Context: an optimization exercise on an open-source flow, tuned for small area, a short achievable clock period and few clock cycles. The choices shown serve that exercise and are no tape-out recipe. At most, simulation tests tie the RTL to the original design; equivalence was not proved. Power figures rest on the tool's default switching activity, not on a simulated workload.

Setup of P:
## MatrixMultUnit
module MatrixMultUnit(
  input  wire reset_n,
  input  wire clk,
  input  wire dut_valid,
  output wire dut_ready,
  output wire        dut__tb__sram_input_write_enable,
  output wire [15:0] dut__tb__sram_input_write_address,
  output wire [31:0] dut__tb__sram_input_write_data,
  output wire [15:0] dut__tb__sram_input_read_address,
  input  wire [31:0] tb__dut__sram_input_read_data,
  output wire        dut__tb__sram_weight_write_enable,
  output wire [15:0] dut__tb__sram_weight_write_address,
  output wire [31:0] dut__tb__sram_weight_write_data,
  output wire [15:0] dut__tb__sram_weight_read_address,
  input  wire [31:0] tb__dut__sram_weight_read_data,
  output wire        dut__tb__sram_result_write_enable,
  output wire [15:0] dut__tb__sram_result_write_address,
  output wire [31:0] dut__tb__sram_result_write_data,
  output wire [15:0] dut__tb__sram_result_read_address,
  input  wire [31:0] tb__dut__sram_result_read_data,
  output wire        dut__tb__sram_scratchpad_write_enable,
  output wire [15:0] dut__tb__sram_scratchpad_write_address,
  output wire [31:0] dut__tb__sram_scratchpad_write_data,
  output wire [15:0] dut__tb__sram_scratchpad_read_address,
  input  wire [31:0] tb__dut__sram_scratchpad_read_data
);
localparam S_IDLE  = 3'd0;
localparam S_LOAD0 = 3'd1;    
localparam S_LOAD1 = 3'd2;    
localparam S_LOAD2 = 3'd3;    
localparam S_RUN   = 3'd4;    
localparam S_DRAIN = 3'd5;    
localparam P_QKV = 2'd0;
localparam P_S   = 2'd1;
localparam P_Z   = 2'd2;
localparam P_END = 2'd3;
reg  [2:0]  state;
reg         busy;
reg  [1:0]  phase;
reg  [1:0]  m;           
reg  [6:0]  t;           
reg  [4:0]  j;           
reg  [4:0]  i;           
reg  [4:0]  n_r, d_r;
reg  [6:0]  k_r;
reg  [6:0]  tl;
reg  [4:0]  jl;
reg  [8:0]  nd;
reg  [10:0] a_addr, a_base;
reg  [11:0] b_addr, b_base;
reg  [10:0] waddr;
reg  [2:0]  dcnt;
wire lt = (t == tl);
wire lj = (j == jl);
wire li = (i == n_r);
reg        is_z;         
reg  [4:0] b_step;       
wire [10:0] a_inc = a_addr + 11'd1;
wire [11:0] b_inc = b_addr + {7'd0, b_step};
wire [11:0] b_col = b_base + 12'd1;
wire [11:0] nd2 = {2'b00, nd, 1'b0};
wire [10:0] nd3 = {2'b00, nd} + {1'b0, nd, 1'b0};
always @(posedge clk or negedge reset_n) begin
  if (!reset_n) begin
    state <= S_IDLE;
    busy  <= 1'b0;
  end else begin
    case (state)
      S_IDLE:  if (dut_valid) begin state <= S_LOAD0; busy <= 1'b1; end
  ...
==> flow/config.mk <==
export PLATFORM = sky130hd
export DESIGN_NAME = MatrixMultUnit
export DESIGN_NICKNAME = MatrixMultUnit
export VERILOG_FILES = /design/flow/design.v
export SDC_FILE = /design/flow/constraint.sdc
export NUM_CORES = 4
export LEC_CHECK = 0
export ABC_CLOCK_PERIOD_IN_PS = 3000
export CAP_MARGIN = 20
export CORE_MARGIN = 2
export CORE_UTILIZATION = 65
export SLEW_MARGIN = 20
export SYNTH_HIERARCHICAL = 1
==> flow/constraint.sdc <==
create_clock -name core_clock -period 10.0 [get_ports {clk}]
set_input_delay 2.0000 -clock core_clock [delete_from_list [all_inputs] [get_ports {clk}]]
set_output_delay 2.0000 -clock core_clock [all_outputs]
set_load 0.01 [all_outputs]
standard.sh (not shown) runs the stock make flow with config.mk's settings and CLKGATE_MAP_FILE= SYNTH_SCRIPT=/design/flow/synth_recipe.tcl, a recipe that flattens the netlist after the stock synthesis.
==> flow/flow/run.sh <==
#!/bin/bash
# The standard layout (standard synthesis included), with timing repair
# aiming at 6.85 ns of setup slack instead of 0.
set -euo pipefail
bash standard.sh SETUP_SLACK_MARGIN=6.85 finish > standard_flow.log 2>&1
Testbench counts of P, summed over its fixed seeds: cycles 565,141.
Modified inputs, Q compared to P
==> flow/flow/run.sh <==
#!/bin/bash
# The standard layout (standard synthesis included), with timing repair
# aiming at 6.95 ns of setup slack instead of 0.
set -euo pipefail
bash standard.sh SETUP_SLACK_MARGIN=6.95 finish > standard_flow.log 2>&1
Notes after the runs:
- Vias: Q above P
- Summary of Q over P: top achievable clock speed moved down; power of the sequential group increased by about 2% relative to the old numbers.
- In the metrics for Q and P, the one carrying the higher power is Q.
- Worst-case vdd ir drop went down by a few percent going from P to Q.
- Layout-stage area growth over the synthesis result: Q and P compared, lower one is P

---

MatrixMultUnit, a different RTL version from the one above (not shown whole).
Size: ~470 flip-flops, about 33000 µm² of cells after synthesis.
==> flow/config.mk <==
export PLATFORM = sky130hd
export DESIGN_NAME = MatrixMultUnit
export DESIGN_NICKNAME = MatrixMultUnit
export VERILOG_FILES = /design/flow/design.v
export SDC_FILE = /design/flow/constraint.sdc
export NUM_CORES = 4
export LEC_CHECK = 0
export ABC_CLOCK_PERIOD_IN_PS = 3000
export CAP_MARGIN = 20
export CORE_MARGIN = 2
export CORE_UTILIZATION = 40
export CTS_CLUSTER_DIAMETER = 60
export CTS_CLUSTER_SIZE = 25
export SLEW_MARGIN = 20
export SYNTH_HIERARCHICAL = 1
==> flow/constraint.sdc <==
create_clock -name core_clock -period 10.0 [get_ports {clk}]
set_input_delay 2.0000 -clock core_clock [delete_from_list [all_inputs] [get_ports {clk}]]
set_output_delay 2.0000 -clock core_clock [all_outputs]
set_load 0.01 [all_outputs]
==> flow/flow/run.sh <==
#!/bin/bash
# The standard layout (standard synthesis included), with timing repair
# aiming at 7.0 ns of setup slack instead of 0.
set -euo pipefail
bash standard.sh SETUP_SLACK_MARGIN=7.0 finish > standard_flow.log 2>&1
The starting point produced a clean layout.
Next try:
==> flow/flow/run.sh (replaced) <==
#!/bin/bash
# The standard layout (standard synthesis included), with timing repair
# aiming at 7.0 ns of setup slack instead of 0, and buf_2 as the port buffer.
set -euo pipefail
bash standard.sh SETUP_SLACK_MARGIN=7.0 "BUFFER_PORTS_ARGS=-buffer_cell sky130_fd_sc_hd__buf_2" finish > standard_flow.log 2>&1
After rerunning:
- critical path depth decreases by 1
- clock-buffer cell count stays the same
- hold slack gets better by 0.0044 ns
Next try:
==> flow/flow/run.sh (replaced) <==
#!/bin/bash
# The standard layout (standard synthesis included), with timing repair
# aiming at 7.0 ns of setup slack instead of 0.
set -euo pipefail
bash standard.sh SETUP_SLACK_MARGIN=7.0 finish > standard_flow.log 2>&1
Settings changed: CTS_CLUSTER_DIAMETER 60 to not set, CTS_CLUSTER_SIZE 25 to not set.
Utilization climbs by 0.48 points.
Synthesized cell count stays the same.
Final area climbs by 1.0%.
Wire length barely changes.
Worst setup slack is better by 0.015 ns.
Next try:
==> flow/flow/run.sh (replaced) <==
#!/bin/bash
# The standard layout (standard synthesis included), with timing repair
# aiming at 6.85 ns of setup slack instead of 0.
set -euo pipefail
bash standard.sh SETUP_SLACK_MARGIN=6.85 finish > standard_flow.log 2>&1
Settings changed: CORE_UTILIZATION 40 to 75.
Outcome: Synthesized cell count stays the same. Worst setup slack loses 0.098 ns. Via count came out higher by about 16%. Sequential cell count is unchanged.
Next try:
Settings changed: CORE_UTILIZATION 75 to 55.
The new run ran to the end with no violations; utilization went down by 22 points; worst setup slack gains 0.024 ns; hold slack is worse by 0.0037 ns; clock power climbs by 17%; non-clock buffer count shrinks by 5; sequential cell count is unchanged; count of clock-buffer cells in the layout is lower by 3; routed wire length is lower by 15%.
No run of this note included a check of the RTL's function; only the layout flow was run.

---

Setup of the reference run:
MatrixMultUnit again, from the RTL that the note above started with.
==> flow/config.mk <==
export PLATFORM = sky130hd
export DESIGN_NAME = MatrixMultUnit
export DESIGN_NICKNAME = MatrixMultUnit
export VERILOG_FILES = /design/flow/design.v
export SDC_FILE = /design/flow/constraint.sdc
export NUM_CORES = 4
export LEC_CHECK = 0
export ABC_CLOCK_PERIOD_IN_PS = 3000
export CAP_MARGIN = 20
export CORE_MARGIN = 2
export CORE_UTILIZATION = 70
export PLACE_DENSITY = 0.8
export SLEW_MARGIN = 20
export SYNTH_HIERARCHICAL = 1
==> flow/constraint.sdc <==
create_clock -name core_clock -period 10.0 [get_ports {clk}]
set_input_delay 2.0000 -clock core_clock [delete_from_list [all_inputs] [get_ports {clk}]]
set_output_delay 2.0000 -clock core_clock [all_outputs]
set_load 0.01 [all_outputs]
==> flow/flow/run.sh <==
#!/bin/bash
# The standard layout (standard synthesis included), with timing repair
# aiming at 6.85 ns of setup slack instead of 0.
set -euo pipefail
bash standard.sh SETUP_SLACK_MARGIN=6.85 finish > standard_flow.log 2>&1
[inputs] the trial run vs the reference run
Settings: PLACE_DENSITY removed (was 0.8); CORE_UTILIZATION changed from 70 to 65.
Findings:
The reference run has higher first-pass GRT wire length than the trial run.
Compared with the reference run, the trial run shows a higher number of non-filler instances in the completed layout.
The reference run and the trial run ended up with nearly the same sequential share of layout area.
Cmp the reference run and the trial run / post-placement worst setup slack / lower: the reference run
Delta (the trial run minus the reference run): post-route total power shrank by 0.26 mW, minimum clock period after layout shrank by 110 ps.
Function was not checked in any run of this note: the RTL went through the layout flow alone.

-- afterwards: timing with drivers on the ports --
The results above use ideal ports. As a check the final layouts listed here were re-extracted and re-timed, cells and wires unchanged. Step 1 assumes that a clkbuf_16 drives the clock port and a buf_2 every other input. Step 2 times the ports against the registers' clock, not the clock port: input delays grow and output delays shrink by t, the midpoint of the rising clock arrivals with the driver on. Three values: ideal, step 1, step 2; two values: the first two.
| run | t (ns) | setup slack, ns | latest minus earliest clock arrival (ns) | pins driven straight from the clock port |
|---|---|---|---|---|
| P | 0.651 | 6.850 / 6.789 / 6.771 | 0.025 / 0.024 | 1 |
| Q | 0.665 | 6.835 / 6.774 / 6.844 | 0.021 / 0.021 | 1 |
| the first run of note 2 | 0.672 | 6.812 / 6.751 / 6.604 | 0.031 / 0.031 | 1 |
| the second run of note 2 | 0.683 | 6.791 / 6.721 / 6.940 | 0.039 / 0.039 | 1 |
| the third run of note 2 | 0.685 | 6.806 / 6.742 / 6.596 | 0.041 / 0.041 | 1 |
| the fourth run of note 2 | 0.676 | 6.708 / 6.708 / 6.680 | 0.029 / 0.029 | 1 |
| the fifth run of note 2 | 0.676 | 6.732 / 6.673 / 6.602 | 0.018 / 0.018 | 1 |
| the reference run | 0.664 | 6.731 / 6.671 / 6.565 | 0.014 / 0.014 | 1 |
| the trial run | 0.659 | 6.837 / 6.777 / 6.726 | 0.021 / 0.020 | 1 |
After both steps every run listed still meets setup and hold. The setup slack of the third run of note 2, which loses most, moves by -0.064 ns with the drivers and by -0.210 ns with both steps.
